From an optimization exercise on the open Yosys and OpenROAD flow, aimed at small area and a short achievable clock period; shortcuts taken in it are not production practice. Function was checked by simulation only, so behaviour that the tests miss may differ from the original.

$ cat flow/flow/run.sh
#!/bin/bash
# The standard layout (standard.sh) with changes to how it is made:
#  - clock tree synthesis with its own options (below), without dummy loads;
#  - port buffers of the smallest buffer cell (every port still gets one);
#  - extra make settings: 
# Each tool's full output is in the ORFS logs under orfs/logs; make's own
# output is in standard.log.
bash standard.sh \
  "CTS_ARGS=-sink_clustering_enable -repair_clock_nets -buf_list sky130_fd_sc_hd__clkbuf_8 -dont_use_dummy_load" \
  "BUFFER_PORTS_ARGS=-buffer_cell sky130_fd_sc_hd__buf_1" \
   \
  finish > standard.log 2>&1
$ cat flow/standard.sh
#!/bin/bash
# synth_recipe.tcl (not shown) runs the flow's synth.tcl, then flattens the netlist and writes it again
# the make line also repeats each setting of config.mk as NAME=value (left out here)
make -C /OpenROAD-flow-scripts/flow DESIGN_CONFIG=/design/flow/config.mk WORK_HOME=/design/flow/orfs CLKGATE_MAP_FILE= SYNTH_SCRIPT=/design/flow/synth_recipe.tcl "${@:-finish}"
$ cat flow/config.mk
export PLATFORM = sky130hd
export DESIGN_NAME = sigma_delta_dac_3rdorder
export DESIGN_NICKNAME = sigma_delta_dac_3rdorder
export VERILOG_FILES = /design/flow/design.v
export SDC_FILE = /design/flow/constraint.sdc
export NUM_CORES = 4
export LEC_CHECK = 0
export CAP_MARGIN = 20
export CORE_MARGIN = 2
export CORE_UTILIZATION = 60
export SETUP_SLACK_MARGIN = 3.6
export SLEW_MARGIN = 20
export TNS_END_PERCENT = 0
$ cat flow/constraint.sdc
create_clock -name core_clock -period 7.0 [get_ports {clk}]
set_input_delay 1.4000 -clock core_clock [delete_from_list [all_inputs] [get_ports {clk}]]
set_output_delay 1.4000 -clock core_clock [all_outputs]
set_load 0.01 [all_outputs]
$ cat flow/design.v
module sigma_delta_dac_3rdorder(
  input clk,
  input reset_n,
  input [15:0] d,
  output reg q
);
reg  [21:0] ao;
reg  [23:0] lr;
reg  [22:0] fr;
reg         nf23;
wire        s = ~nf23;
wire [23:0] l = lr ^ 24'd0;
wire [22:0] f = fr ^ 23'h7fe000;
wire [21:0] a_in = { {5{nf23}}, d[15], ~d[15], d[14:0] };
wire [21:0] a_sum_p = ao ^ a_in;
wire [21:0] a_sum_g0 = ao & a_in;
wire a_sum_G1 = a_sum_g0[1] | (a_sum_p[1] & a_sum_g0[0]);
wire a_sum_G2 = a_sum_g0[3] | (a_sum_p[3] & a_sum_g0[2]);
wire a_sum_P2 = a_sum_p[3] & a_sum_p[2];
wire a_sum_G3 = a_sum_g0[5] | (a_sum_p[5] & a_sum_g0[4]);
wire a_sum_P3 = a_sum_p[5] & a_sum_p[4];
wire a_sum_G4 = a_sum_g0[7] | (a_sum_p[7] & a_sum_g0[6]);
wire a_sum_P4 = a_sum_p[7] & a_sum_p[6];
wire a_sum_G5 = a_sum_g0[9] | (a_sum_p[9] & a_sum_g0[8]);
wire a_sum_P5 = a_sum_p[9] & a_sum_p[8];
wire a_sum_G6 = a_sum_g0[11] | (a_sum_p[11] & a_sum_g0[10]);
wire a_sum_P6 = a_sum_p[11] & a_sum_p[10];
wire a_sum_G7 = a_sum_g0[13] | (a_sum_p[13] & a_sum_g0[12]);
wire a_sum_P7 = a_sum_p[13] & a_sum_p[12];
wire a_sum_G8 = a_sum_g0[15] | (a_sum_p[15] & a_sum_g0[14]);
wire a_sum_P8 = a_sum_p[15] & a_sum_p[14];
wire a_sum_G9 = a_sum_g0[17] | (a_sum_p[17] & a_sum_g0[16]);
wire a_sum_P9 = a_sum_p[17] & a_sum_p[16];
wire a_sum_G10 = a_sum_g0[19] | (a_sum_p[19] & a_sum_g0[18]);
wire a_sum_P10 = a_sum_p[19] & a_sum_p[18];
wire a_sum_G11 = a_sum_g0[21] | (a_sum_p[21] & a_sum_g0[20]);
wire a_sum_P11 = a_sum_p[21] & a_sum_p[20];
wire a_sum_G12 = a_sum_g0[2] | (a_sum_p[2] & a_sum_G1);
wire a_sum_G13 = a_sum_G2 | (a_sum_P2 & a_sum_G1);
wire a_sum_G14 = a_sum_g0[6] | (a_sum_p[6] & a_sum_G3);
wire a_sum_P14 = a_sum_p[6] & a_sum_P3;
wire a_sum_G15 = a_sum_G4 | (a_sum_P4 & a_sum_G3);
wire a_sum_P15 = a_sum_P4 & a_sum_P3;
wire a_sum_G16 = a_sum_g0[10] | (a_sum_p[10] & a_sum_G5);
wire a_sum_P16 = a_sum_p[10] & a_sum_P5;
wire a_sum_G17 = a_sum_G6 | (a_sum_P6 & a_sum_G5);
wire a_sum_P17 = a_sum_P6 & a_sum_P5;
wire a_sum_G18 = a_sum_g0[14] | (a_sum_p[14] & a_sum_G7);
wire a_sum_P18 = a_sum_p[14] & a_sum_P7;
wire a_sum_G19 = a_sum_G8 | (a_sum_P8 & a_sum_G7);
wire a_sum_P19 = a_sum_P8 & a_sum_P7;
wire a_sum_G20 = a_sum_g0[18] | (a_sum_p[18] & a_sum_G9);
wire a_sum_P20 = a_sum_p[18] & a_sum_P9;
wire a_sum_G21 = a_sum_G10 | (a_sum_P10 & a_sum_G9);
wire a_sum_P21 = a_sum_P10 & a_sum_P9;
wire a_sum_G22 = a_sum_g0[4] | (a_sum_p[4] & a_sum_G13);
wire a_sum_G23 = a_sum_G3 | (a_sum_P3 & a_sum_G13);
wire a_sum_G24 = a_sum_G14 | (a_sum_P14 & a_sum_G13);
wire a_sum_G25 = a_sum_G15 | (a_sum_P15 & a_sum_G13);
wire a_sum_G26 = a_sum_g0[12] | (a_sum_p[12] & a_sum_G17);
wire a_sum_P26 = a_sum_p[12] & a_sum_P17;
wire a_sum_G27 = a_sum_G7 | (a_sum_P7 & a_sum_G17);
wire a_sum_P27 = a_sum_P7 & a_sum_P17;
wire a_sum_G28 = a_sum_G18 | (a_sum_P18 & a_sum_G17);
wire a_sum_P28 = a_sum_P18 & a_sum_P17;
wire a_sum_G29 = a_sum_G19 | (a_sum_P19 & a_sum_G17);
wire a_sum_P29 = a_sum_P19 & a_sum_P17;
wire a_sum_G30 = a_sum_g0[20] | (a_sum_p[20] & a_sum_G21);
wire a_sum_P30 = a_sum_p[20] & a_sum_P21;
wire a_sum_G31 = a_sum_G11 | (a_sum_P11 & a_sum_G21);
wire a_sum_P31 = a_sum_P11 & a_sum_P21;
wire a_sum_G32 = a_sum_g0[8] | (a_sum_p[8] & a_sum_G25);
wire a_sum_G33 = a_sum_G5 | (a_sum_P5 & a_sum_G25);
wire a_sum_G34 = a_sum_G16 | (a_sum_P16 & a_sum_G25);
wire a_sum_G35 = a_sum_G17 | (a_sum_P17 & a_sum_G25);
wire a_sum_G36 = a_sum_G26 | (a_sum_P26 & a_sum_G25);
wire a_sum_G37 = a_sum_G27 | (a_sum_P27 & a_sum_G25);
wire a_sum_G38 = a_sum_G28 | (a_sum_P28 & a_sum_G25);
wire a_sum_G39 = a_sum_G29 | (a_sum_P29 & a_sum_G25);
wire a_sum_G40 = a_sum_g0[16] | (a_sum_p[16] & a_sum_G39);
wire a_sum_G41 = a_sum_G9 | (a_sum_P9 & a_sum_G39);
wire a_sum_G42 = a_sum_G20 | (a_sum_P20 & a_sum_G39);
wire a_sum_G43 = a_sum_G21 | (a_sum_P21 & a_sum_G39);
wire a_sum_G44 = a_sum_G30 | (a_sum_P30 & a_sum_G39);
wire a_sum_G45 = a_sum_G31 | (a_sum_P31 & a_sum_G39);
wire [22:0] a_sum;
assign a_sum[0] = a_sum_p[0];
assign a_sum[1] = a_sum_p[1] ^ a_sum_g0[0];
assign a_sum[2] = a_sum_p[2] ^ a_sum_G1;
assign a_sum[3] = a_sum_p[3] ^ a_sum_G12;
assign a_sum[4] = a_sum_p[4] ^ a_sum_G13;
assign a_sum[5] = a_sum_p[5] ^ a_sum_G22;
assign a_sum[6] = a_sum_p[6] ^ a_sum_G23;
assign a_sum[7] = a_sum_p[7] ^ a_sum_G24;
assign a_sum[8] = a_sum_p[8] ^ a_sum_G25;
assign a_sum[9] = a_sum_p[9] ^ a_sum_G32;
assign a_sum[10] = a_sum_p[10] ^ a_sum_G33;
assign a_sum[11] = a_sum_p[11] ^ a_sum_G34;
assign a_sum[12] = a_sum_p[12] ^ a_sum_G35;
assign a_sum[13] = a_sum_p[13] ^ a_sum_G36;
assign a_sum[14] = a_sum_p[14] ^ a_sum_G37;
assign a_sum[15] = a_sum_p[15] ^ a_sum_G38;
assign a_sum[16] = a_sum_p[16] ^ a_sum_G39;
assign a_sum[17] = a_sum_p[17] ^ a_sum_G40;
assign a_sum[18] = a_sum_p[18] ^ a_sum_G41;
assign a_sum[19] = a_sum_p[19] ^ a_sum_G42;
assign a_sum[20] = a_sum_p[20] ^ a_sum_G43;
assign a_sum[21] = a_sum_p[21] ^ a_sum_G44;
assign a_sum[22] = a_sum_G45;
wire [23:0] o2 = { 2'b00, ao };
wire [23:0] o3 = { 2'b11, s, nf23, nf23, s, {8{nf23}}, ~f[22:13] };
wire [23:0] x  = l ^ o2 ^ o3;
wire [23:0] y  = { (l[22:0] & o2[22:0]) | (l[22:0] & o3[22:0]) | (o2[22:0] & o3[22:0]), 1'b1 };
wire [23:0] l_sum_p = x ^ y;
wire [23:0] l_sum_g0 = x & y;
wire l_sum_G1 = l_sum_g0[1] | (l_sum_p[1] & l_sum_g0[0]);
wire l_sum_G2 = l_sum_g0[3] | (l_sum_p[3] & l_sum_g0[2]);
wire l_sum_P2 = l_sum_p[3] & l_sum_p[2];
wire l_sum_G3 = l_sum_g0[5] | (l_sum_p[5] & l_sum_g0[4]);
wire l_sum_P3 = l_sum_p[5] & l_sum_p[4];
wire l_sum_G4 = l_sum_g0[7] | (l_sum_p[7] & l_sum_g0[6]);
wire l_sum_P4 = l_sum_p[7] & l_sum_p[6];
wire l_sum_G5 = l_sum_g0[9] | (l_sum_p[9] & l_sum_g0[8]);
wire l_sum_P5 = l_sum_p[9] & l_sum_p[8];
wire l_sum_G6 = l_sum_g0[11] | (l_sum_p[11] & l_sum_g0[10]);
wire l_sum_P6 = l_sum_p[11] & l_sum_p[10];
wire l_sum_G7 = l_sum_g0[13] | (l_sum_p[13] & l_sum_g0[12]);
wire l_sum_P7 = l_sum_p[13] & l_sum_p[12];
wire l_sum_G8 = l_sum_g0[15] | (l_sum_p[15] & l_sum_g0[14]);
wire l_sum_P8 = l_sum_p[15] & l_sum_p[14];
wire l_sum_G9 = l_sum_g0[17] | (l_sum_p[17] & l_sum_g0[16]);
wire l_sum_P9 = l_sum_p[17] & l_sum_p[16];
wire l_sum_G10 = l_sum_g0[19] | (l_sum_p[19] & l_sum_g0[18]);
wire l_sum_P10 = l_sum_p[19] & l_sum_p[18];
wire l_sum_G11 = l_sum_g0[21] | (l_sum_p[21] & l_sum_g0[20]);
wire l_sum_P11 = l_sum_p[21] & l_sum_p[20];
wire l_sum_G12 = l_sum_g0[23] | (l_sum_p[23] & l_sum_g0[22]);
wire l_sum_P12 = l_sum_p[23] & l_sum_p[22];
wire l_sum_G13 = l_sum_g0[2] | (l_sum_p[2] & l_sum_G1);
wire l_sum_G14 = l_sum_G2 | (l_sum_P2 & l_sum_G1);
wire l_sum_G15 = l_sum_g0[6] | (l_sum_p[6] & l_sum_G3);
wire l_sum_P15 = l_sum_p[6] & l_sum_P3;
wire l_sum_G16 = l_sum_G4 | (l_sum_P4 & l_sum_G3);
wire l_sum_P16 = l_sum_P4 & l_sum_P3;
wire l_sum_G17 = l_sum_g0[10] | (l_sum_p[10] & l_sum_G5);
wire l_sum_P17 = l_sum_p[10] & l_sum_P5;
wire l_sum_G18 = l_sum_G6 | (l_sum_P6 & l_sum_G5);
wire l_sum_P18 = l_sum_P6 & l_sum_P5;
wire l_sum_G19 = l_sum_g0[14] | (l_sum_p[14] & l_sum_G7);
wire l_sum_P19 = l_sum_p[14] & l_sum_P7;
wire l_sum_G20 = l_sum_G8 | (l_sum_P8 & l_sum_G7);
wire l_sum_P20 = l_sum_P8 & l_sum_P7;
wire l_sum_G21 = l_sum_g0[18] | (l_sum_p[18] & l_sum_G9);
wire l_sum_P21 = l_sum_p[18] & l_sum_P9;
wire l_sum_G22 = l_sum_G10 | (l_sum_P10 & l_sum_G9);
wire l_sum_P22 = l_sum_P10 & l_sum_P9;
wire l_sum_G23 = l_sum_g0[22] | (l_sum_p[22] & l_sum_G11);
wire l_sum_P23 = l_sum_p[22] & l_sum_P11;
wire l_sum_G24 = l_sum_G12 | (l_sum_P12 & l_sum_G11);
wire l_sum_P24 = l_sum_P12 & l_sum_P11;
wire l_sum_G25 = l_sum_g0[4] | (l_sum_p[4] & l_sum_G14);
wire l_sum_G26 = l_sum_G3 | (l_sum_P3 & l_sum_G14);
wire l_sum_G27 = l_sum_G15 | (l_sum_P15 & l_sum_G14);
wire l_sum_G28 = l_sum_G16 | (l_sum_P16 & l_sum_G14);
wire l_sum_G29 = l_sum_g0[12] | (l_sum_p[12] & l_sum_G18);
wire l_sum_P29 = l_sum_p[12] & l_sum_P18;
wire l_sum_G30 = l_sum_G7 | (l_sum_P7 & l_sum_G18);
wire l_sum_P30 = l_sum_P7 & l_sum_P18;
wire l_sum_G31 = l_sum_G19 | (l_sum_P19 & l_sum_G18);
wire l_sum_P31 = l_sum_P19 & l_sum_P18;
wire l_sum_G32 = l_sum_G20 | (l_sum_P20 & l_sum_G18);
wire l_sum_P32 = l_sum_P20 & l_sum_P18;
wire l_sum_G33 = l_sum_g0[20] | (l_sum_p[20] & l_sum_G22);
wire l_sum_P33 = l_sum_p[20] & l_sum_P22;
wire l_sum_G34 = l_sum_G11 | (l_sum_P11 & l_sum_G22);
wire l_sum_P34 = l_sum_P11 & l_sum_P22;
wire l_sum_G35 = l_sum_G23 | (l_sum_P23 & l_sum_G22);
wire l_sum_P35 = l_sum_P23 & l_sum_P22;
wire l_sum_G36 = l_sum_G24 | (l_sum_P24 & l_sum_G22);
wire l_sum_P36 = l_sum_P24 & l_sum_P22;
wire l_sum_G37 = l_sum_g0[8] | (l_sum_p[8] & l_sum_G28);
wire l_sum_G38 = l_sum_G5 | (l_sum_P5 & l_sum_G28);
wire l_sum_G39 = l_sum_G17 | (l_sum_P17 & l_sum_G28);
wire l_sum_G40 = l_sum_G18 | (l_sum_P18 & l_sum_G28);
wire l_sum_G41 = l_sum_G29 | (l_sum_P29 & l_sum_G28);
wire l_sum_G42 = l_sum_G30 | (l_sum_P30 & l_sum_G28);
wire l_sum_G43 = l_sum_G31 | (l_sum_P31 & l_sum_G28);
wire l_sum_G44 = l_sum_G32 | (l_sum_P32 & l_sum_G28);
wire l_sum_G45 = l_sum_g0[16] | (l_sum_p[16] & l_sum_G44);
wire l_sum_G46 = l_sum_G9 | (l_sum_P9 & l_sum_G44);
wire l_sum_G47 = l_sum_G21 | (l_sum_P21 & l_sum_G44);
wire l_sum_G48 = l_sum_G22 | (l_sum_P22 & l_sum_G44);
wire l_sum_G49 = l_sum_G33 | (l_sum_P33 & l_sum_G44);
wire l_sum_G50 = l_sum_G34 | (l_sum_P34 & l_sum_G44);
wire l_sum_G51 = l_sum_G35 | (l_sum_P35 & l_sum_G44);
wire l_sum_G52 = l_sum_G36 | (l_sum_P36 & l_sum_G44);
wire [24:0] l_sum;
assign l_sum[0] = l_sum_p[0];
assign l_sum[1] = l_sum_p[1] ^ l_sum_g0[0];
assign l_sum[2] = l_sum_p[2] ^ l_sum_G1;
assign l_sum[3] = l_sum_p[3] ^ l_sum_G13;
assign l_sum[4] = l_sum_p[4] ^ l_sum_G14;
assign l_sum[5] = l_sum_p[5] ^ l_sum_G25;
assign l_sum[6] = l_sum_p[6] ^ l_sum_G26;
assign l_sum[7] = l_sum_p[7] ^ l_sum_G27;
assign l_sum[8] = l_sum_p[8] ^ l_sum_G28;
assign l_sum[9] = l_sum_p[9] ^ l_sum_G37;
assign l_sum[10] = l_sum_p[10] ^ l_sum_G38;
assign l_sum[11] = l_sum_p[11] ^ l_sum_G39;
assign l_sum[12] = l_sum_p[12] ^ l_sum_G40;
assign l_sum[13] = l_sum_p[13] ^ l_sum_G41;
assign l_sum[14] = l_sum_p[14] ^ l_sum_G42;
assign l_sum[15] = l_sum_p[15] ^ l_sum_G43;
assign l_sum[16] = l_sum_p[16] ^ l_sum_G44;
assign l_sum[17] = l_sum_p[17] ^ l_sum_G45;
assign l_sum[18] = l_sum_p[18] ^ l_sum_G46;
assign l_sum[19] = l_sum_p[19] ^ l_sum_G47;
assign l_sum[20] = l_sum_p[20] ^ l_sum_G48;
assign l_sum[21] = l_sum_p[21] ^ l_sum_G49;
assign l_sum[22] = l_sum_p[22] ^ l_sum_G50;
assign l_sum[23] = l_sum_p[23] ^ l_sum_G51;
assign l_sum[24] = l_sum_G52;
wire [4:0]  fh = { s, f[22:19] } + { nf23, nf23, nf23, nf23, 1'b1 };
wire [23:0] fc = { fh, f[18:0] };
wire [23:0] xs = { 1'b0, x[23:1] };
wire [23:0] ys = { 1'b0, y[23:1] };
wire [23:0] s1 = fc ^ xs ^ ys;
wire [23:0] c1 = (fc & xs) | (fc & ys) | (xs & ys);
wire [23:0] c1s = { c1[22:0], x[0] };
wire [23:0] t_p = s1 ^ c1s;
wire [23:0] t_g0 = s1 & c1s;
wire t_G1 = t_g0[1] | (t_p[1] & t_g0[0]);
wire t_G2 = t_g0[3] | (t_p[3] & t_g0[2]);
wire t_P2 = t_p[3] & t_p[2];
wire t_G3 = t_g0[5] | (t_p[5] & t_g0[4]);
wire t_P3 = t_p[5] & t_p[4];
wire t_G4 = t_g0[7] | (t_p[7] & t_g0[6]);
wire t_P4 = t_p[7] & t_p[6];
wire t_G5 = t_g0[9] | (t_p[9] & t_g0[8]);
wire t_P5 = t_p[9] & t_p[8];
wire t_G6 = t_g0[11] | (t_p[11] & t_g0[10]);
wire t_P6 = t_p[11] & t_p[10];
wire t_G7 = t_g0[13] | (t_p[13] & t_g0[12]);
wire t_P7 = t_p[13] & t_p[12];
wire t_G8 = t_g0[15] | (t_p[15] & t_g0[14]);
wire t_P8 = t_p[15] & t_p[14];
wire t_G9 = t_g0[17] | (t_p[17] & t_g0[16]);
wire t_P9 = t_p[17] & t_p[16];
wire t_G10 = t_g0[19] | (t_p[19] & t_g0[18]);
wire t_P10 = t_p[19] & t_p[18];
wire t_G11 = t_g0[21] | (t_p[21] & t_g0[20]);
wire t_P11 = t_p[21] & t_p[20];
wire t_G12 = t_g0[23] | (t_p[23] & t_g0[22]);
wire t_P12 = t_p[23] & t_p[22];
wire t_G13 = t_g0[2] | (t_p[2] & t_G1);
wire t_G14 = t_G2 | (t_P2 & t_G1);
wire t_G15 = t_g0[6] | (t_p[6] & t_G3);
wire t_P15 = t_p[6] & t_P3;
wire t_G16 = t_G4 | (t_P4 & t_G3);
wire t_P16 = t_P4 & t_P3;
wire t_G17 = t_g0[10] | (t_p[10] & t_G5);
wire t_P17 = t_p[10] & t_P5;
wire t_G18 = t_G6 | (t_P6 & t_G5);
wire t_P18 = t_P6 & t_P5;
wire t_G19 = t_g0[14] | (t_p[14] & t_G7);
wire t_P19 = t_p[14] & t_P7;
wire t_G20 = t_G8 | (t_P8 & t_G7);
wire t_P20 = t_P8 & t_P7;
wire t_G21 = t_g0[18] | (t_p[18] & t_G9);
wire t_P21 = t_p[18] & t_P9;
wire t_G22 = t_G10 | (t_P10 & t_G9);
wire t_P22 = t_P10 & t_P9;
wire t_G23 = t_g0[22] | (t_p[22] & t_G11);
wire t_P23 = t_p[22] & t_P11;
wire t_G24 = t_G12 | (t_P12 & t_G11);
wire t_P24 = t_P12 & t_P11;
wire t_G25 = t_g0[4] | (t_p[4] & t_G14);
wire t_G26 = t_G3 | (t_P3 & t_G14);
wire t_G27 = t_G15 | (t_P15 & t_G14);
wire t_G28 = t_G16 | (t_P16 & t_G14);
wire t_G29 = t_g0[12] | (t_p[12] & t_G18);
wire t_P29 = t_p[12] & t_P18;
wire t_G30 = t_G7 | (t_P7 & t_G18);
wire t_P30 = t_P7 & t_P18;
wire t_G31 = t_G19 | (t_P19 & t_G18);
wire t_P31 = t_P19 & t_P18;
wire t_G32 = t_G20 | (t_P20 & t_G18);
wire t_P32 = t_P20 & t_P18;
wire t_G33 = t_g0[20] | (t_p[20] & t_G22);
wire t_P33 = t_p[20] & t_P22;
wire t_G34 = t_G11 | (t_P11 & t_G22);
wire t_P34 = t_P11 & t_P22;
wire t_G35 = t_G23 | (t_P23 & t_G22);
wire t_P35 = t_P23 & t_P22;
wire t_G36 = t_G24 | (t_P24 & t_G22);
wire t_P36 = t_P24 & t_P22;
wire t_G37 = t_g0[8] | (t_p[8] & t_G28);
wire t_G38 = t_G5 | (t_P5 & t_G28);
wire t_G39 = t_G17 | (t_P17 & t_G28);
wire t_G40 = t_G18 | (t_P18 & t_G28);
wire t_G41 = t_G29 | (t_P29 & t_G28);
wire t_G42 = t_G30 | (t_P30 & t_G28);
wire t_G43 = t_G31 | (t_P31 & t_G28);
wire t_G44 = t_G32 | (t_P32 & t_G28);
wire t_G45 = t_g0[16] | (t_p[16] & t_G44);
wire t_G46 = t_G9 | (t_P9 & t_G44);
wire t_G47 = t_G21 | (t_P21 & t_G44);
wire t_G48 = t_G22 | (t_P22 & t_G44);
wire t_G49 = t_G33 | (t_P33 & t_G44);
wire t_G50 = t_G34 | (t_P34 & t_G44);
wire t_G51 = t_G35 | (t_P35 & t_G44);
wire t_G52 = t_G36 | (t_P36 & t_G44);
wire [24:0] t;
assign t[0] = t_p[0];
assign t[1] = t_p[1] ^ t_g0[0];
assign t[2] = t_p[2] ^ t_G1;
assign t[3] = t_p[3] ^ t_G13;
assign t[4] = t_p[4] ^ t_G14;
assign t[5] = t_p[5] ^ t_G25;
assign t[6] = t_p[6] ^ t_G26;
assign t[7] = t_p[7] ^ t_G27;
assign t[8] = t_p[8] ^ t_G28;
assign t[9] = t_p[9] ^ t_G37;
assign t[10] = t_p[10] ^ t_G38;
assign t[11] = t_p[11] ^ t_G39;
assign t[12] = t_p[12] ^ t_G40;
assign t[13] = t_p[13] ^ t_G41;
assign t[14] = t_p[14] ^ t_G42;
assign t[15] = t_p[15] ^ t_G43;
assign t[16] = t_p[16] ^ t_G44;
assign t[17] = t_p[17] ^ t_G45;
assign t[18] = t_p[18] ^ t_G46;
assign t[19] = t_p[19] ^ t_G47;
assign t[20] = t_p[20] ^ t_G48;
assign t[21] = t_p[21] ^ t_G49;
assign t[22] = t_p[22] ^ t_G50;
assign t[23] = t_p[23] ^ t_G51;
assign t[24] = t_G52;
always @(negedge reset_n or posedge clk)
  if (!reset_n) begin
    ao   <= 22'h200000;
    lr   <= 24'd0;
    fr   <= 23'h7fe000;
    nf23 <= 1'b1;
    q    <= 1'b0;
  end else begin
    ao   <= a_sum[21:0];
    lr   <= l_sum[23:0] ^ 24'd0;
    fr   <= t[22:0] ^ 23'h7fe000;
    nf23 <= ~(t[23] ^ l_sum[23] ^ l_sum[24]);
    q    <= nf23;
  end
endmodule
==> results of run 1 <==
-- layout by cell type (no fill, tap or decap), drive strengths merged, types with 5 or more instances in the layout --
cell,instances
xnor2,25
dfstp,12
nor3,5
a21oi,37
a21o,12
clkbuf,9
xor2,27
nand2,23
dfrtp,59
buf,24
o21ai,19
inv,75
ha,69
nor2,22
nand4,5
o211ai,5
fa,61
-- timing repair --
item,in CTS,in global routing
hold buffers,0,0
gates cloned,0,0
buffers inserted,6,0
pin swaps,12,6
endpoints found under the setup margin,15,18
resized for setup,21,8
-- worst paths after layout --
| check | start | to | slack [ns] |
|---|---|---|---|
| max | nf23 | nf23 | 3.60 |
| min | ao[0] | ao[0] | 0.55 |
| max reg2reg | nf23 | nf23 | 3.60 |
| min reg2reg | ao[0] | ao[0] | 0.55 |
| max in group asynchronous | reset_n | fr[6] | 5.22 |
| min in group asynchronous | reset_n | ao[7] | 1.16 |
-- registers in the layout (all words and copies together), names as in the netlist --
register / flops
ao: 22
fr: 23
lr: 24
nf23: 1
q: 1
-- per-stage QoR --
step	util [%]	hold slack, ns	std cells
detailed placement	63.7	0.542	627
CTS	66.4	0.562	642
floorplan	-	0.507	498
global route	67.0	0.585	642
finish	67.0	0.549	642
global placement	63.7	0.540	627
-- worst reg2reg max path, cell delays in order, from the launching register on --
cell      delay (ns)
dfstp_4         0.68
fa_1            0.47
fa_1            0.48
ha_1            0.37
and2_1          0.22
a221oi_4        0.36
a21oi_4         0.13
o21ai_4         0.19
a21boi_2        0.08
o211ai_1        0.21
xnor2_1         0.14
-- cells by family (layout without fill, tap and decap cells) --
logic type	count (synthesis)	in the layout	share of synthesized area, %
AOI/OAI and AO/OA	95	95	10.9
muxes	1	1	0.180
adders and majority gates	130	130	37.4
xor gates and xnor gates	52	52	8.17
DFF	71	71	32.1
buffers and inverters	75	108	5.05
and+or+nand+nor	74	74	6.15
-- layout make-up --
type	instances	area (sq um)	area share [%]
clock buffers	9	124	2.03
inverters	75	282	4.62
multi-input cells	352	3630	59.5
flip-flops and latches	71	1800	29.4
well taps	111	139	2.28
repair buffers	24	129	2.11
-- layer usage --
metal / share of wire [%] / track usage [%] / vias up / routed length [microns]
met5: 0 / 0 / - / 0
met4: 2.2 / 7.06 / 0 / 233
met3: 3.0 / 5.15 / 15 / 319
met2: 46 / 36.4 / 54 / 4880
met1: 48 / 33.8 / 1723 / 5080
li1: - / - / 1702 / -
==> metrics.csv, run 1 <==
stage,metric,value,unit
logic_synthesis,most numerous cell in the Yosys netlist,inv_1,
setup_path,"slowest stage delay, CP",0.68,ns
placement,placed cell area,5800,sq um
logic_synthesis,"FFs w/ async S/R, synth",100,%
placement,Post-DP HPWL,8370,microns
flow_run,max-cap viol count,0,
cells_and_area,share of post-route cells with drive strength above 1,10.5,%
timing,Hold Fails Final Rpt,0,
clocking,CTS Sinks,71,
floorplan,CORE AREA,9110,sq um
clocking,H-Tree Depth,3,
logic_synthesis,Yosys top cell by area,dfrtp_1,
cells_and_area,Post-Layout Inst Area,6100,sq um
floorplan,die area,10100,sq um
timing,max-slew violation count,0,
floorplan,Placement Rows,35,
setup_path,Startpoint Class,flip-flop,
global_route,largest net degree at the start of global routing,72,
setup_path,"most used cell, CP",fa_1,
global_route,number of global-route vias before repair,3749,
cells_and_area,nets@finish,681,
logic_synthesis,Synth Instances,498,
logic_synthesis,Yosys reg bits,71,
cells_and_area,fillcell total,739,
logic_synthesis,"top cells by count, synth","75 x inv_1, 69 x ha_1, 61 x fa_1, 59 x dfrtp_1, 37 x a21oi_1",
clocking,worst skew pair latency,0.35,ns
logic_synthesis,sequential area share after synthesis,32.1,%
logic_synthesis,"EDFF count, synth",0,
timing,Setup TNS,0,ns
setup_path,worst path required time,7.28,ns
global_route,global route overflow,0,
cells_and_area,Layout Area Growth over Synthesis,9.38,%
timing,final setup margin,3.60,ns
timing,worst rel slew slack,39.6,%
cells_and_area,# diodes,0,
logic_synthesis,Area contributors post-synth,"dfrtp_1 26%, fa_1 22%, ha_1 15%",
setup_path,crit path DAT,3.68,ns
timing,fmax,294,MHz
detailed_routing,Initial DRT Pass Iterations,6,
setup_path,crit-path cells,fa_1 > fa_1 > ha_1 > and2_1 > a221oi_4 > a21oi_4 > o21ai_4 > a21boi_2 > o211ai_1 > xnor2_1,
setup_path,critical path's top delay family,adder cells,
hold_path,worst min path class,reg2reg,
detailed_routing,drt drc,0,
setup_path,Worst Reg-to-Reg Cells,10,
detailed_routing,DR WL/cell,16.4,microns
setup_path,CP bufs+invs,0,
global_route,GRT Resource Usage Total,23.6,%
timing,unrepaired setup endpoints after global routing,true,
detailed_routing,DRT antenna net count,0,
timing,Final period util,48.6,%
hold_path,hold depth,1,
detailed_routing,DRT iter0 DRCs,72,
floorplan,width of the chip,100,microns
outcome,outcome,"complete, no violations",
detailed_routing,Vias,3494,
detailed_routing,drt via density,5.44,
clocking,Num CTS Buffers,9,
floorplan,Initial Util,61.2,%
placement,routability cong.,0.835,
logic_synthesis,Cell variety after synth,39,
timing,final setup vio count,0,
clocking,Clock transition at path regs,0.08,ns
logic_synthesis,"Top FF cell, synth",dfrtp_1,
setup_path,Worst path slowest cell,dfstp_4,
clocking,clock tree buffer depth,2,
logic_synthesis,Synth top area share,26.5,%
placement,dpl ws,3.17,ns
timing,clock skew,0.0130,ns
setup_path,maximum fanout along the worst path,4,
logic_synthesis,area of the mapped netlist,5580,sq um
placement,PortBufs,18,
clocking,root buf cell,clkbuf_8,
logic_synthesis,syn nets,646,
timing,worst slew pin tran,0.905,ns
detailed_routing,Total Wirelength,10500,microns
logic_synthesis,Ys Warns,1,
global_route,first-pass GRT wire length,17900,microns
setup_path,nature of the critical path endpoint,flip-flop,
global_route,initial antenna violation count,0,
clocking,CTS tree,yes,
floorplan,Die Y-Extent,100,microns
setup_path,Crit Path Category,reg2reg,
setup_path,cell depth of the worst setup path,10,
timing,Period minus WS final,3.40,ns
logic_synthesis,Mapped Avg Cell Area,11.2,sq um
floorplan,I/O pin cnt,19,
==> run 2: changes to the inputs <==
--- a/flow/config.mk
+++ b/flow/config.mk
@@ -10,2 +10,3 @@
 export CORE_UTILIZATION = 60
+export PLACE_DENSITY = 0.8
 export SETUP_SLACK_MARGIN = 3.6
==> run 2 against run 1 <==
Compared with the run above:
- still clean
- clock skew increased by 0.013 ns
- cell count increased by 1.2%
- register-to-register slack got worse by 0.13 ns
- utilization rose by 0.11 points
- die area unchanged
- synthesized cell count did not move
- count of clock-buffer cells in the layout stayed put
- critical path type unchanged
==> metrics.csv, run 2 <==
stage,metric,value,unit,change
logic_synthesis,syn nets,646,,unchanged
floorplan,I/O pin cnt,19,,unchanged
clocking,worst skew pair latency,0.35,ns,about the same
global_route,initial antenna violation count,0,,unchanged
outcome,outcome,"complete, no violations",,
cells_and_area,Largest register FFs,24,,unchanged
clocking,root buf cell,clkbuf_8,,
logic_synthesis,most numerous cell in the Yosys netlist,inv_1,,
floorplan,Initial Util,61.2,%,unchanged
clocking,Clock transition at path regs,0.09,ns,about the same
timing,worst slew pin tran,0.914,ns,+0.00872 ns
logic_synthesis,Synth top area share,26.5,%,unchanged
detailed_routing,DR WL/cell,16.0,microns,-2.6%
global_route,number of global-route vias before repair,3887,,+3.7%
detailed_routing,drt via density,5.57,,+2.3%
timing,fmax,283,MHz,-3.6%
timing,Final period util,50.5,%,+1.8 points
flow_run,max-cap viol count,0,,unchanged
clocking,Num CTS Buffers,9,,unchanged
logic_synthesis,"Top FF cell, synth",dfrtp_1,,
clocking,H-Tree Depth,3,,unchanged
timing,worst hold slack,0.599,ns,+0.0498 ns
clocking,CTS tree,yes,,
cells_and_area,share of post-route cells with drive strength above 1,11.3,%,+0.77 points
setup_path,Startpoint Class,flip-flop,,
cells_and_area,# diodes,0,,unchanged
floorplan,CORE AREA,9110,sq um,unchanged
logic_synthesis,sequential area share after synthesis,32.1,%,unchanged
cells_and_area,Largest Register,lr,,
cells_and_area,nets@finish,689,,+1.2%
detailed_routing,DRT iter0 DRCs,89,,+24%
timing,Hold Fails Final Rpt,0,,unchanged
logic_synthesis,area of the mapped netlist,5580,sq um,unchanged
logic_synthesis,Ys Warns,1,,unchanged
setup_path,worst path required time,7.26,ns,-0.02 ns
global_route,global route overflow,0,,unchanged
cells_and_area,most frequent cells in the layout,"75 x inv_1, 66 x ha_1, 58 x dfrtp_1",,
placement,PortBufs,18,,unchanged
clocking,CTS Sinks,71,,unchanged
timing,worst rel slew slack,39.1,%,-0.58 points
hold_path,hold depth,1,,unchanged
cells_and_area,"commonest non-fill, non-tap cell in the layout",inv_1,,
floorplan,Die Y-Extent,100,microns,unchanged
detailed_routing,Initial DRT Pass Iterations,4,,-2
logic_synthesis,Yosys top cell by area,dfrtp_1,,
setup_path,nature of the critical path endpoint,flip-flop,,
floorplan,width of the chip,100,microns,unchanged
detailed_routing,DRT antenna net count,0,,unchanged
timing,Period minus WS final,3.53,ns,+0.128 ns
cells_and_area,Layout Area Growth over Synthesis,9.56,%,
timing,Setup TNS,0,ns,unchanged
cells_and_area,fillcell total,698,,-5.5%
timing,final setup vio count,0,,unchanged
global_route,first-pass GRT wire length,18100,microns,+0.58%
global_route,largest net degree at the start of global routing,72,,unchanged
placement,routability cong.,0.848,,+1.5%
hold_path,worst min path class,reg2reg,,
timing,max-slew violation count,0,,unchanged
detailed_routing,Vias,3620,,+3.6%
setup_path,maximum fanout along the worst path,7,,+3
detailed_routing,Total Wirelength,10400,microns,-1.4%
setup_path,Worst Reg-to-Reg Cells,11,,+1
logic_synthesis,Yosys reg bits,71,,unchanged
global_route,GRT Resource Usage Total,23.2,%,-0.44 points
logic_synthesis,"FFs w/ async S/R, synth",100,%,unchanged
setup_path,crit path DAT,3.79,ns,+0.11 ns
logic_synthesis,Cell variety after synth,39,,unchanged
detailed_routing,drt drc,0,,unchanged
timing,clock skew,0.0259,ns,+0.0129 ns
logic_synthesis,Mapped Avg Cell Area,11.2,sq um,unchanged
logic_synthesis,"EDFF count, synth",0,,unchanged
logic_synthesis,Synth Instances,498,,unchanged
floorplan,Placement Rows,35,,unchanged
cells_and_area,biggest regs,"lr x24, fr x23, ao x22",,
logic_synthesis,Area contributors post-synth,"dfrtp_1 26%, fa_1 22%, ha_1 15%",,
clocking,clock tree buffer depth,2,,unchanged
logic_synthesis,"top cells by count, synth","75 x inv_1, 69 x ha_1, 61 x fa_1, 59 x dfrtp_1, 37 x a21oi_1",,
setup_path,Crit Path Category,reg2reg,,
floorplan,die area,10100,sq um,unchanged
timing,unrepaired setup endpoints after global routing,true,,
placement,Post-DP HPWL,8150,microns,-2.6%
==> run 2: through the flow <==
stage	instance area [sq um]	setup slack, ns	util [%]	instances
6_report	6110	3.47	67.1	650
5_1_grt	6110	3.35	67.1	650
4_1_cts	6020	3.49	66.1	646
3_5_place_dp	5800	3.19	63.7	628
3_3_place_gp	5800	3.32	63.7	628
2_1_floorplan	5590	3.60	-	498
==> run 2: layer usage <==
metal,wire [microns],global-route usage [%],share of wire [%],vias up
li1,-,-,-,1728
met3,191,3.27,1.8,18
met5,0,0,0,-
met1,4670,31.3,45,1837
met2,5300,38.7,51,37
met4,218,8.01,2.1,0
==> run 2: what timing repair did <==
item / 4_1_cts / 5_1_grt
pin swaps: 9 / 7
endpoints found under the setup margin: 20 / 25
hold buffers: 0 / 0
buffers inserted: 9 / 4
endpoints found under the hold margin: 0 / 0
gates resized for setup: 8 / 12
==> run 2: logic make-up after synthesis <==
logic type                 after synthesis  synth area share (%)
and+or+nand+nor                         74                  6.15
xor gates and xnor gates                52                  8.17
buffers and inverters                   75                  5.05
muxes                                    1                 0.180
AOI/OAI and AO/OA                       95                  10.9
adders and majority gates              130                  37.4
DFF                                     71                  32.1
==> run 2: critical path: stages, from the launching register on <==
cell and delay [ns]:
dfstp_4 0.68, fa_1 0.47, fa_1 0.49, ha_4 0.31, nand4_1 0.14, nor3_2 0.24
o21ai_1 0.08, buf_4 0.15, a21oi_2 0.19, nor2_2 0.09, fa_1 0.47, xor2_1 0.16
==> run 2: path summary, 6_finish.rpt <==
kind	startpoint	endpoint	slack (ns)
worst min register to register	ao[0]	ao[0]	0.60
worst max register to register	nf23	fr[17]	3.47
max in group asynchronous	reset_n	ao[2]	5.11
worst min-delay path	ao[0]	ao[0]	0.60
worst max-delay path	nf23	fr[17]	3.47
min in group asynchronous	reset_n	ao[7]	1.27
==> run 2: layout make-up <==
class	count	area, sq um	area share, %
Clock buffer	9	124	2.03
Inverter	75	282	4.61
Multi-Input combinational cell	352	3590	58.8
Sequential cell	71	1800	29.4
Tap cell	111	139	2.27
Timing Repair Buffer	32	174	2.85
==> run 3: changes to the inputs <==
--- a/flow/config.mk
+++ b/flow/config.mk
@@ -10,3 +10,3 @@
 export CORE_UTILIZATION = 60
-export PLACE_DENSITY = 0.8
+export GPL_TIMING_DRIVEN = 1
 export SETUP_SLACK_MARGIN = 3.6
==> run 3 against run 2 <==
Compared with the run above:
- synthesized cell count did not move
- synthesized area did not move
- worst hold slack got worse by 0.050 ns
- clock skew shrank 0.013 ns
- critical path depth decreased by 1
- non-clock buffer count decreased by 8
- setup slack improved by 0.13 ns
- via count shrank 3.5%
- cell count fell by 1.2%
==> metrics.csv, run 3 <==
stage,metric,value,unit,change
setup_path,nature of the critical path endpoint,flip-flop,,
detailed_routing,Total Wirelength,10500,microns,+1.4%
floorplan,die area,10100,sq um,unchanged
clocking,Num CTS Buffers,9,,unchanged
logic_synthesis,"top cells by count, synth","75 x inv_1, 69 x ha_1, 61 x fa_1, 59 x dfrtp_1, 37 x a21oi_1",,
global_route,GRT Resource Usage Total,23.6,%,+0.44 points
logic_synthesis,Post-Synth Simple-Gate Area,6.15,%,unchanged
timing,unrepaired setup endpoints after global routing,true,,
detailed_routing,Vias,3494,,-3.5%
global_route,number of global-route vias before repair,3749,,-3.6%
timing,Setup TNS,0,ns,unchanged
setup_path,"slowest stage delay, CP",0.68,ns,about the same
timing,Final period util,48.6,%,-1.8 points
setup_path,Startpoint Class,flip-flop,,
clocking,CTS Sinks,71,,unchanged
hold_path,worst min path class,reg2reg,,
timing,clock skew,0.0130,ns,-0.0129 ns
timing,final setup vio count,0,,unchanged
detailed_routing,DRT antenna net count,0,,unchanged
global_route,initial antenna violation count,0,,unchanged
logic_synthesis,"FFs w/ async S/R, synth",100,%,unchanged
cells_and_area,# diodes,0,,unchanged
logic_synthesis,Synth Instances,498,,unchanged
cells_and_area,share of post-route cells with drive strength above 1,10.5,%,-0.77 points
logic_synthesis,Ys Warns,1,,unchanged
clocking,H-Tree Depth,3,,unchanged
logic_synthesis,Mapped Avg Cell Area,11.2,sq um,unchanged
clocking,clock tree buffer depth,2,,unchanged
placement,Post-DP HPWL,8370,microns,+2.6%
hold_path,Hold Crit Start,ao[0],,
cells_and_area,biggest regs,"lr x24, fr x23, ao x22",,
setup_path,Worst setup startpoint,nf23,,
logic_synthesis,most numerous cell in the Yosys netlist,inv_1,,
logic_synthesis,"Top FF cell, synth",dfrtp_1,,
floorplan,Placement Rows,35,,unchanged
logic_synthesis,Synth top area share,26.5,%,unchanged
cells_and_area,"commonest non-fill, non-tap cell in the layout",inv_1,,
placement,dpl ws,3.17,ns,-0.0163 ns
setup_path,CP bufs+invs,0,,-1
outcome,outcome,"complete, no violations",,
floorplan,Die Y-Extent,100,microns,unchanged
timing,Period minus WS final,3.40,ns,-0.128 ns
setup_path,worst path required time,7.28,ns,+0.02 ns
logic_synthesis,Yosys reg bits,71,,unchanged
flow_run,max-cap viol count,0,,unchanged
timing,max-slew violation count,0,,unchanged
timing,fmax,294,MHz,+3.8%
logic_synthesis,Yosys top cell by area,dfrtp_1,,
logic_synthesis,syn nets,646,,unchanged
logic_synthesis,Area contributors post-synth,"dfrtp_1 26%, fa_1 22%, ha_1 15%",,
clocking,Clock transition at path regs,0.08,ns,about the same
timing,final setup margin,3.60,ns,+0.128 ns
timing,worst hold slack,0.549,ns,-0.0498 ns
setup_path,R2R Path Start,nf23,,
placement,routability cong.,0.835,,-1.4%
clocking,worst skew pair latency,0.35,ns,about the same
cells_and_area,Post-Route Utilization,67.0,%,-0.11 points
global_route,global route overflow,0,,unchanged
logic_synthesis,area of the mapped netlist,5580,sq um,unchanged
setup_path,crit-path cells,fa_1 > fa_1 > ha_1 > and2_1 > a221oi_4 > a21oi_4 > o21ai_4 > a21boi_2 > o211ai_1 > xnor2_1,,
logic_synthesis,Cell variety after synth,39,,unchanged
setup_path,crit path DAT,3.68,ns,-0.11 ns
cells_and_area,nets@finish,681,,-1.2%
setup_path,Worst path slowest cell,dfstp_4,,
detailed_routing,DR WL/cell,16.4,microns,+2.6%
placement,PortBufs,18,,unchanged
logic_synthesis,compound-cell area share of the yosys netlist,10.9,%,unchanged
cells_and_area,most frequent cells in the layout,"75 x inv_1, 66 x ha_1, 59 x fa_1, 59 x dfrtp_1, 34 x a21oi_1",,
logic_synthesis,post-synthesis xor/xnor area fraction,8.17,%,unchanged
timing,worst slew pin tran,0.905,ns,-0.00872 ns
floorplan,CORE AREA,9110,sq um,unchanged
floorplan,Initial Util,61.2,%,unchanged
clocking,CTS tree,yes,,
floorplan,I/O pin cnt,19,,unchanged
setup_path,critical path's top delay family,adder cells,,
timing,worst rel slew slack,39.6,%,+0.58 points
detailed_routing,Initial DRT Pass Iterations,6,,+2
timing,Hold Fails Final Rpt,0,,unchanged
logic_synthesis,mux share of post-synthesis cell area,0.180,%,unchanged
floorplan,width of the chip,100,microns,unchanged
setup_path,Crit Path Category,reg2reg,,
logic_synthesis,Synth Area in Adders,37.4,%,unchanged
logic_synthesis,main combinational cell family by area after synthesis,adder cells,,
cells_and_area,Largest Register,lr,,
logic_synthesis,sequential area share after synthesis,32.1,%,unchanged
clocking,root buf cell,clkbuf_8,,
logic_synthesis,"EDFF count, synth",0,,unchanged
setup_path,"most used cell, CP",fa_1,,
detailed_routing,drt via density,5.44,,-2.3%
cells_and_area,Layout Area Growth over Synthesis,9.38,%,
setup_path,maximum fanout along the worst path,4,,-3
global_route,largest net degree at the start of global routing,72,,unchanged
detailed_routing,drt drc,0,,unchanged
detailed_routing,DRT iter0 DRCs,72,,-19%
global_route,first-pass GRT wire length,17900,microns,-0.58%
cells_and_area,Largest register FFs,24,,unchanged
## run 3: cell types whose count changed in the layout (fill, tap and decap cells not counted), moves of 2 or more
cell / change
a21oi_1: -2
buf_4: -8
fa_1: +2
fa_2: -2
o21ai_1: -2
## run 3: worst register-to-register path, cell delays in order, from the launching register on
cell,delay [ns]
dfstp_4,0.68
fa_1,0.47
fa_1,0.48
ha_1,0.37
and2_1,0.22
a221oi_4,0.36
a21oi_4,0.13
o21ai_4,0.19
a21boi_2,0.08
o211ai_1,0.21
xnor2_1,0.14
## run 3: final timing paths
kind | end | slack, ns | cells after the start
worst max-delay path | nf23 | 3.60 | 10
worst max register to register | nf23 | 3.60 | 10
min in group asynchronous | ao[7] | 1.16 | 1
worst min-delay path | ao[0] | 0.55 | 1
max in group asynchronous | fr[6] | 5.22 | 1
worst min register to register | ao[0] | 0.55 | 1
## run 3: area by class of cell
| class | instances | area (sq um) |
|---|---|---|
| flip-flops and latches | 71 | 1800 |
| fillers | 739 | 3010 |
| repair buffers | 24 | 129 |
| well taps | 111 | 139 |
| multi-input cells | 352 | 3630 |
| clock buffers | 9 | 124 |
| inverters | 75 | 282 |
## run 3: repair_timing
| item | CTS | global route |
|---|---|---|
| pin swaps | 12 | 6 |
| buffers inserted | 6 | 0 |
| resized for setup | 21 | 8 |
| setup endpoints to repair | 15 | 18 |
| hold buffers | 0 | 0 |
## run 3: per-stage QoR
step | instance area (sq um) | instances
finish | 6100 | 642
global route | 6100 | 642
CTS | 6050 | 642
detailed placement | 5800 | 627
global placement | 5800 | 627
floorplan | 5590 | 498
## run 3: cell families after synthesis
family | count (synthesis)
flip-flops | 71
multiplexers | 1
XOR/XNOR | 52
adder cells (fa/ha/maj) | 130
AO/OA/AOI/OAI | 95
buffers and inverters | 75
AND/OR/NAND/NOR | 74
## run 3: per-layer routing
metal	global-route usage, %	wire length [microns]
met1	33.8	5080
met3	5.15	319
met5	0	0
met4	7.06	233
met2	36.4	4880
==> run 4: changes to the inputs <==
--- a/flow/config.mk
+++ b/flow/config.mk
@@ -9,4 +9,3 @@
 export CORE_MARGIN = 2
-export CORE_UTILIZATION = 60
-export GPL_TIMING_DRIVEN = 1
+export CORE_UTILIZATION = 50
 export SETUP_SLACK_MARGIN = 3.6
==> run 4 against run 3 <==
Compared with the run above:
- cell count rose by 5.1%
- worst hold slack worse by 0.0027 ns
- die area grew 19%
- utilization is 11 points lower
- sequential cell count did not move
- global-route usage decreased by 3.0 points
- via count grew 0.80%
- first-iteration DRC count up 130%
- critical path depth grew 1
==> metrics.csv, run 4 <==
stage,metric,value,unit,change
cells_and_area,# diodes,0,,unchanged
cells_and_area,nets@finish,685,,+0.59%
logic_synthesis,most numerous cell in the Yosys netlist,inv_1,,
logic_synthesis,Synth top area share,26.5,%,unchanged
setup_path,maximum fanout along the worst path,3,,-1
global_route,GRT Resource Usage Total,20.6,%,-3.0 points
timing,Period minus WS final,3.55,ns,+0.144 ns
detailed_routing,DR WL/cell,15.4,microns,-5.8%
floorplan,width of the chip,110,microns,+9.2%
logic_synthesis,sequential area share after synthesis,32.1,%,unchanged
cells_and_area,Reg area,1800,sq um,unchanged
clocking,H-Tree Depth,3,,unchanged
placement,routability cong.,0.805,,-3.7%
clocking,CTS tree,yes,,
logic_synthesis,Ys Warns,1,,unchanged
timing,Final period util,50.7,%,+2.1 points
floorplan,I/O pin cnt,19,,unchanged
global_route,first-pass GRT wire length,18500,microns,+2.8%
clocking,clock tree buffer depth,2,,unchanged
global_route,number of global-route vias before repair,3834,,+2.3%
logic_synthesis,Cell variety after synth,39,,unchanged
logic_synthesis,syn nets,646,,unchanged
timing,worst slew pin tran,0.920,ns,+0.0142 ns
detailed_routing,DRT iter0 DRCs,169,,+130%
cells_and_area,"commonest non-fill, non-tap cell in the layout",inv_1,,
logic_synthesis,"top cells by count, synth","75 x inv_1, 69 x ha_1, 61 x fa_1, 59 x dfrtp_1, 37 x a21oi_1",,
logic_synthesis,Synth Instances,498,,unchanged
clocking,root buf cell,clkbuf_8,,
cells_and_area,share of post-route cells with drive strength above 1,9.91,%,-0.64 points
timing,fmax,282,MHz,-4.1%
logic_synthesis,compound-cell area share of the yosys netlist,10.9,%,unchanged
clocking,worst skew pair latency,0.37,ns,+0.02 ns
floorplan,Die Y-Extent,110,microns,+9.2%
logic_synthesis,"FFs w/ async S/R, synth",100,%,unchanged
clocking,Clock transition at path regs,0.08,ns,about the same
cells_and_area,multi-input gate area in the final layout,3560,sq um,-1.9%
detailed_routing,drt drc,0,,unchanged
cells_and_area,fillcell total,928,,+26%
setup_path,nature of the critical path endpoint,flip-flop,,
floorplan,Initial Util,51.4,%,-9.8 points
placement,Post-DP HPWL,8140,microns,-2.7%
detailed_routing,DRT antenna net count,0,,unchanged
logic_synthesis,"EDFF count, synth",0,,unchanged
timing,worst rel slew slack,38.7,%,-0.95 points
logic_synthesis,Mapped Avg Cell Area,11.2,sq um,unchanged
timing,Hold Fails Final Rpt,0,,unchanged
logic_synthesis,post-synthesis xor/xnor area fraction,8.17,%,unchanged
detailed_routing,drt via density,5.22,,-4.1%
global_route,largest net degree at the start of global routing,72,,unchanged
setup_path,crit path DAT,3.79,ns,+0.11 ns
global_route,global route overflow,0,,unchanged
cells_and_area,biggest regs,"lr x24, fr x23, ao x22",,
timing,Setup TNS,0,ns,unchanged
timing,final setup vio count,0,,unchanged
floorplan,Placement Rows,38,,+8.6%
logic_synthesis,area of the mapped netlist,5580,sq um,unchanged
logic_synthesis,Area contributors post-synth,"dfrtp_1 26%, fa_1 22%, ha_1 15%",,
logic_synthesis,Yosys top cell by area,dfrtp_1,,
logic_synthesis,Yosys reg bits,71,,unchanged
cells_and_area,most frequent cells in the layout,"75 x inv_1, 68 x ha_1, 60 x fa_1",,
detailed_routing,Total Wirelength,10400,microns,-0.91%
cells_and_area,Post-Layout Inst Area,6080,sq um,-0.25%
hold_path,worst min path class,reg2reg,,
timing,clock skew,0.0254,ns,+0.0124 ns
logic_synthesis,"Top FF cell, synth",dfrtp_1,,
clocking,CTS Sinks,71,,unchanged
global_route,initial antenna violation count,0,,unchanged
clocking,Num CTS Buffers,9,,unchanged
cells_and_area,Largest register FFs,24,,unchanged
detailed_routing,Vias,3522,,+0.80%
placement,placed cell area,5840,sq um,+0.63%
setup_path,worst path required time,7.24,ns,-0.04 ns
floorplan,CORE AREA,10800,sq um,+19%
flow_run,max-cap viol count,0,,unchanged
floorplan,die area,12000,sq um,+19%
logic_synthesis,Synth Area in Adders,37.4,%,unchanged
timing,max-slew violation count,0,,unchanged
clocking,CTS Hold Bufs,0,,unchanged
detailed_routing,Initial DRT Pass Iterations,5,,-1
logic_synthesis,mux share of post-synthesis cell area,0.180,%,unchanged
logic_synthesis,Post-Synth Simple-Gate Area,6.15,%,unchanged
timing,unrepaired setup endpoints after global routing,true,,
cells_and_area,Largest Register,lr,,
setup_path,Startpoint Class,flip-flop,,
placement,PortBufs,18,,unchanged
outcome,outcome,"complete, no violations",,
cells_and_area,Layout Area Growth over Synthesis,9.11,%,
setup_path,Crit Path Category,reg2reg,,
logic_synthesis,main combinational cell family by area after synthesis,adder cells,,
[run 4: cell count changes in the layout (fill, tap and decap cells not counted), moves of 2 or more]
cell	previous run	this run
a21oi_1	34	36
buf_4	6	11
ha_1	66	68
ha_4	2	0
[run 4: kinds of logic (layout without fill, tap and decap cells)]
| kind of cell | after synthesis | in the layout |
|---|---|---|
| AOI/OAI and AO/OA | 95 | 95 |
| muxes | 1 | 1 |
| and+or+nand+nor | 74 | 74 |
| xor gates and xnor gates | 52 | 52 |
| buffers and inverters | 75 | 112 |
| DFF | 71 | 71 |
| adders and majority gates | 130 | 130 |
[run 4: metal layers]
metal | track usage, % | vias to the layer above | wire (microns)
met3 | 5.04 | 24 | 392
met2 | 32.1 | 63 | 4810
met1 | 28.3 | 1723 | 5000
met4 | 7.23 | 0 | 218
met5 | 0 | - | 0
li1 | - | 1712 | -
[run 4: timing repair]
action | 4_1_cts | 5_1_grt
setup endpoints to repair | 21 | 28
pin swaps | 12 | 4
gates resized for setup | 14 | 1
buffers inserted | 10 | 0
[run 4: cell type report]
class | instances | area share, %
multi-input combinational | 352 | 58.5
sequential | 71 | 29.5
inverter | 75 | 4.63
tap | 140 | 2.88
timing repair buffer | 28 | 2.41
clock buffer | 9 | 2.04
[run 4: worst max-delay path, cell delays in order (launching register included)]
cell and delay [ns]:
dfstp_2 0.56, fa_1 0.45, fa_1 0.46, ha_2 0.20, fa_2 0.37, a211oi_4 0.33
o21ai_1 0.14, and2_4 0.20, nand2_1 0.06, nand2_1 0.07, fa_1 0.43, xor2_1 0.15
[run 4: path summary, 6_finish.rpt]
check	start	endpoint	slack [ns]	cells after the start
min in group asynchronous	reset_n	ao[1]	1.16	1
setup / recovery	fr[14]	fr[9]	3.45	11
max in group asynchronous	reset_n	lr[7]	5.22	1
hold reg to reg	ao[0]	ao[0]	0.55	1
setup reg to reg	fr[14]	fr[9]	3.45	11
hold / removal	ao[0]	ao[0]	0.55	1
[run 4: metrics by stage]
stage | hold slack, ns | util (%) | setup slack (ns) | instances
floorplan | 0.507 | - | 3.60 | 498
global placement | 0.517 | 53.8 | 3.22 | 656
detailed placement | 0.530 | 53.8 | 3.15 | 656
CTS | 0.550 | 56.1 | 3.47 | 675
global route | 0.602 | 56.1 | 3.34 | 675
finish | 0.546 | 56.1 | 3.45 | 675
==> run 5: changes to the inputs <==
--- a/flow/config.mk
+++ b/flow/config.mk
@@ -9,3 +9,3 @@
 export CORE_MARGIN = 2
-export CORE_UTILIZATION = 50
+export CORE_UTILIZATION = 65
 export SETUP_SLACK_MARGIN = 3.6
==> run 5 against run 4 <==
Compared with the run above:
- fmax up 2.0%
- non-clock buffer count is 1 lower
- register-to-register slack better by 0.07 ns
- clock skew decreased by 0.016 ns
- first-iteration DRC count shrank 53%
- critical path type unchanged
- critical endpoint is now fr[17]
==> metrics.csv, run 5 <==
stage,metric,value,unit,change
timing,Period minus WS final,3.48,ns,-0.0701 ns
timing,final setup vio count,0,,unchanged
global_route,GRT Resource Usage Total,25.4,%,+4.7 points
setup_path,cell depth of the worst setup path,10,,-1
logic_synthesis,syn nets,646,,unchanged
cells_and_area,biggest regs,"lr x24, fr x23, ao x22",,
cells_and_area,nets@finish,684,,-0.15%
logic_synthesis,"top cells by count, synth","75 x inv_1, 69 x ha_1, 61 x fa_1, 59 x dfrtp_1, 37 x a21oi_1",,
detailed_routing,Initial DRT Pass Iterations,5,,unchanged
timing,clock skew,0.00994,ns,-0.0155 ns
cells_and_area,Largest register FFs,24,,unchanged
clocking,root buf cell,clkbuf_8,,
global_route,largest net degree at the start of global routing,72,,unchanged
detailed_routing,Total Wirelength,10700,microns,+2.8%
clocking,Clock transition at path regs,0.07,ns,about the same
timing,Final period util,49.7,%,-1.0 points
logic_synthesis,Yosys reg bits,71,,unchanged
global_route,initial antenna violation count,0,,unchanged
timing,worst hold slack,0.576,ns,+0.0301 ns
floorplan,die area,9330,sq um,-22%
global_route,first-pass GRT wire length,18600,microns,+0.60%
cells_and_area,Post-Layout Inst Area,6100,sq um,+0.21%
timing,max-slew violation count,0,,unchanged
setup_path,Crit Path Category,reg2reg,,
logic_synthesis,"EDFF count, synth",0,,unchanged
logic_synthesis,"Top FF cell, synth",dfrtp_1,,
setup_path,nature of the critical path endpoint,flip-flop,,
setup_path,critical path's top delay family,adder cells,,
setup_path,Startpoint Class,flip-flop,,
clocking,clock tree buffer depth,2,,unchanged
cells_and_area,# diodes,0,,unchanged
placement,PortBufs,18,,unchanged
clocking,CTS Hold Bufs,0,,unchanged
global_route,number of global-route vias before repair,3948,,+3.0%
clocking,CTS Sinks,71,,unchanged
floorplan,width of the chip,96.6,microns,-12%
cells_and_area,Layout Area Growth over Synthesis,9.34,%,
detailed_routing,DRT iter0 DRCs,80,,-53%
cells_and_area,most frequent cells in the layout,"75 x inv_1, 67 x ha_1, 59 x dfrtp_1",,
timing,worst rel slew slack,37.9,%,-0.83 points
placement,placed cell area,5790,sq um,-0.75%
setup_path,"slowest stage delay, CP",0.68,ns,+0.12 ns
floorplan,Die Y-Extent,96.6,microns,-12%
setup_path,crit-path cells,fa_1 > fa_1 > ha_4 > nand4_1 > nor3_2 > o21ai_2 > a21oi_4 > nor2_4 > fa_1 > xor2_1,,
setup_path,"most used cell, CP",fa_1,,
floorplan,Initial Util,67.5,%,+16 points
timing,worst slew pin tran,0.932,ns,+0.0124 ns
floorplan,I/O pin cnt,19,,unchanged
detailed_routing,DR WL/cell,16.8,microns,+8.6%
clocking,H-Tree Depth,3,,unchanged
logic_synthesis,Ys Warns,1,,unchanged
timing,Setup TNS,0,ns,unchanged
cells_and_area,share of post-route cells with drive strength above 1,11.2,%,+1.3 points
floorplan,Placement Rows,33,,-13%
global_route,global route overflow,0,,unchanged
hold_path,hold depth,1,,unchanged
timing,unrepaired setup endpoints after global routing,true,,
placement,Post-DP HPWL,8260,microns,+1.5%
setup_path,crit path DAT,3.75,ns,-0.04 ns
hold_path,worst min path class,reg2reg,,
cells_and_area,Largest Register,lr,,
logic_synthesis,Synth top area share,26.5,%,unchanged
setup_path,CP bufs+invs,0,,unchanged
logic_synthesis,Mapped Avg Cell Area,11.2,sq um,unchanged
detailed_routing,drt drc,0,,unchanged
detailed_routing,drt via density,5.57,,+6.8%
logic_synthesis,sequential area share after synthesis,32.1,%,unchanged
setup_path,Worst path slowest cell,dfstp_4,,
logic_synthesis,"FFs w/ async S/R, synth",100,%,unchanged
logic_synthesis,area of the mapped netlist,5580,sq um,unchanged
cells_and_area,"commonest non-fill, non-tap cell in the layout",inv_1,,
timing,fmax,288,MHz,+2.0%
clocking,Num CTS Buffers,9,,unchanged
placement,routability cong.,0.794,,-1.3%
logic_synthesis,Cell variety after synth,39,,unchanged
detailed_routing,DRT antenna net count,0,,unchanged
setup_path,Worst Reg-to-Reg Cells,10,,-1
timing,Hold Fails Final Rpt,0,,unchanged
setup_path,maximum fanout along the worst path,6,,+3
clocking,CTS tree,yes,,
outcome,outcome,"complete, no violations",,
detailed_routing,Vias,3561,,+1.1%
flow_run,max-cap viol count,0,,unchanged
logic_synthesis,Area contributors post-synth,"dfrtp_1 26%, fa_1 22%, ha_1 15%",,
logic_synthesis,most numerous cell in the Yosys netlist,inv_1,,
logic_synthesis,Synth Instances,498,,unchanged
setup_path,worst path required time,7.27,ns,+0.03 ns
clocking,worst skew pair latency,0.35,ns,-0.02 ns
floorplan,CORE AREA,8260,sq um,-24%
logic_synthesis,Yosys top cell by area,dfrtp_1,,
-- run 5: cell type report --
type	count	area, sq um
fillers	607	2160
multi-input cells	352	3620
repair buffers	27	139
well taps	105	131
inverters	75	282
flip-flops and latches	71	1800
clock buffers	9	124
-- run 5: what timing repair did --
action,4_1_cts,5_1_grt
setup endpoints to repair,24,24
setup buffers,6,3
resized for setup,10,19
gates cloned,0,0
pin swaps,10,13
-- run 5: worst paths after layout --
kind | startpoint | to | slack, ns
worst max register to register | nf23 | fr[17] | 3.52
worst max-delay path | nf23 | fr[17] | 3.52
max in group asynchronous | reset_n | lr[6] | 5.19
min in group asynchronous | reset_n | ao[4] | 1.17
worst min register to register | ao[0] | ao[0] | 0.58
worst min-delay path | ao[0] | ao[0] | 0.58
-- run 5: logic make-up after synthesis --
logic type      synth area share (%)
flops                           32.1
simple gates                    6.15
buf+inv                         5.05
fa+ha+maj                       37.4
compound gates                  10.9
mux                            0.180
xor+xnor                        8.17
-- run 5: per-stage QoR --
step | setup slack [ns] | util, % | std cells
finish | 3.52 | 73.8 | 639
global route | 3.40 | 73.8 | 639
CTS | 3.49 | 72.6 | 636
detailed placement | 3.03 | 70.1 | 621
global placement | 3.18 | 70.1 | 621
floorplan | 3.60 | - | 498
-- run 5: routing by layer --
layer  up-vias  GRT usage [%]  wire length [microns]
met2        66           41.0                   5130
met3        15           4.70                    329
met5         -              0                      0
li1       1720              -                      -
met4         0           7.69                    216
met1      1760           35.3                   5040

[what the ideal ports hide]
Ports are ideal in the flow. The routed layouts listed here were re-timed in OpenROAD. Step 1: set_driving_cell puts a clkbuf_16 on clk and a buf_2 on each other input, an assumption about the parent block. Step 2 also shifts input and output timing later by t, the mid clock arrival at the registers, as if the neighbouring blocks saw the same clock. Slacks: ideal / step 1 / step 2; pairs: ideal / step 1.
run	t, ns	setup WS [ns]	hold slack, ns	pins driven straight from the clock port
run 1	0.376	3.597 / 3.597 / 3.304	0.549 / 0.549 / 0.549	1
run 2	0.373	3.468 / 3.468 / 3.315	0.599 / 0.599 / 0.599	1
run 3	0.376	3.597 / 3.597 / 3.304	0.549 / 0.549 / 0.549	1
run 4	0.394	3.453 / 3.453 / 3.141	0.546 / 0.546 / 0.546	1
run 5	0.379	3.523 / 3.523 / 3.223	0.576 / 0.576 / 0.576	1
After both steps setup and hold are still met in every run listed. The setup slack of run 4, which loses most, moves by 0.000 ns with the drivers and by -0.312 ns with both steps.
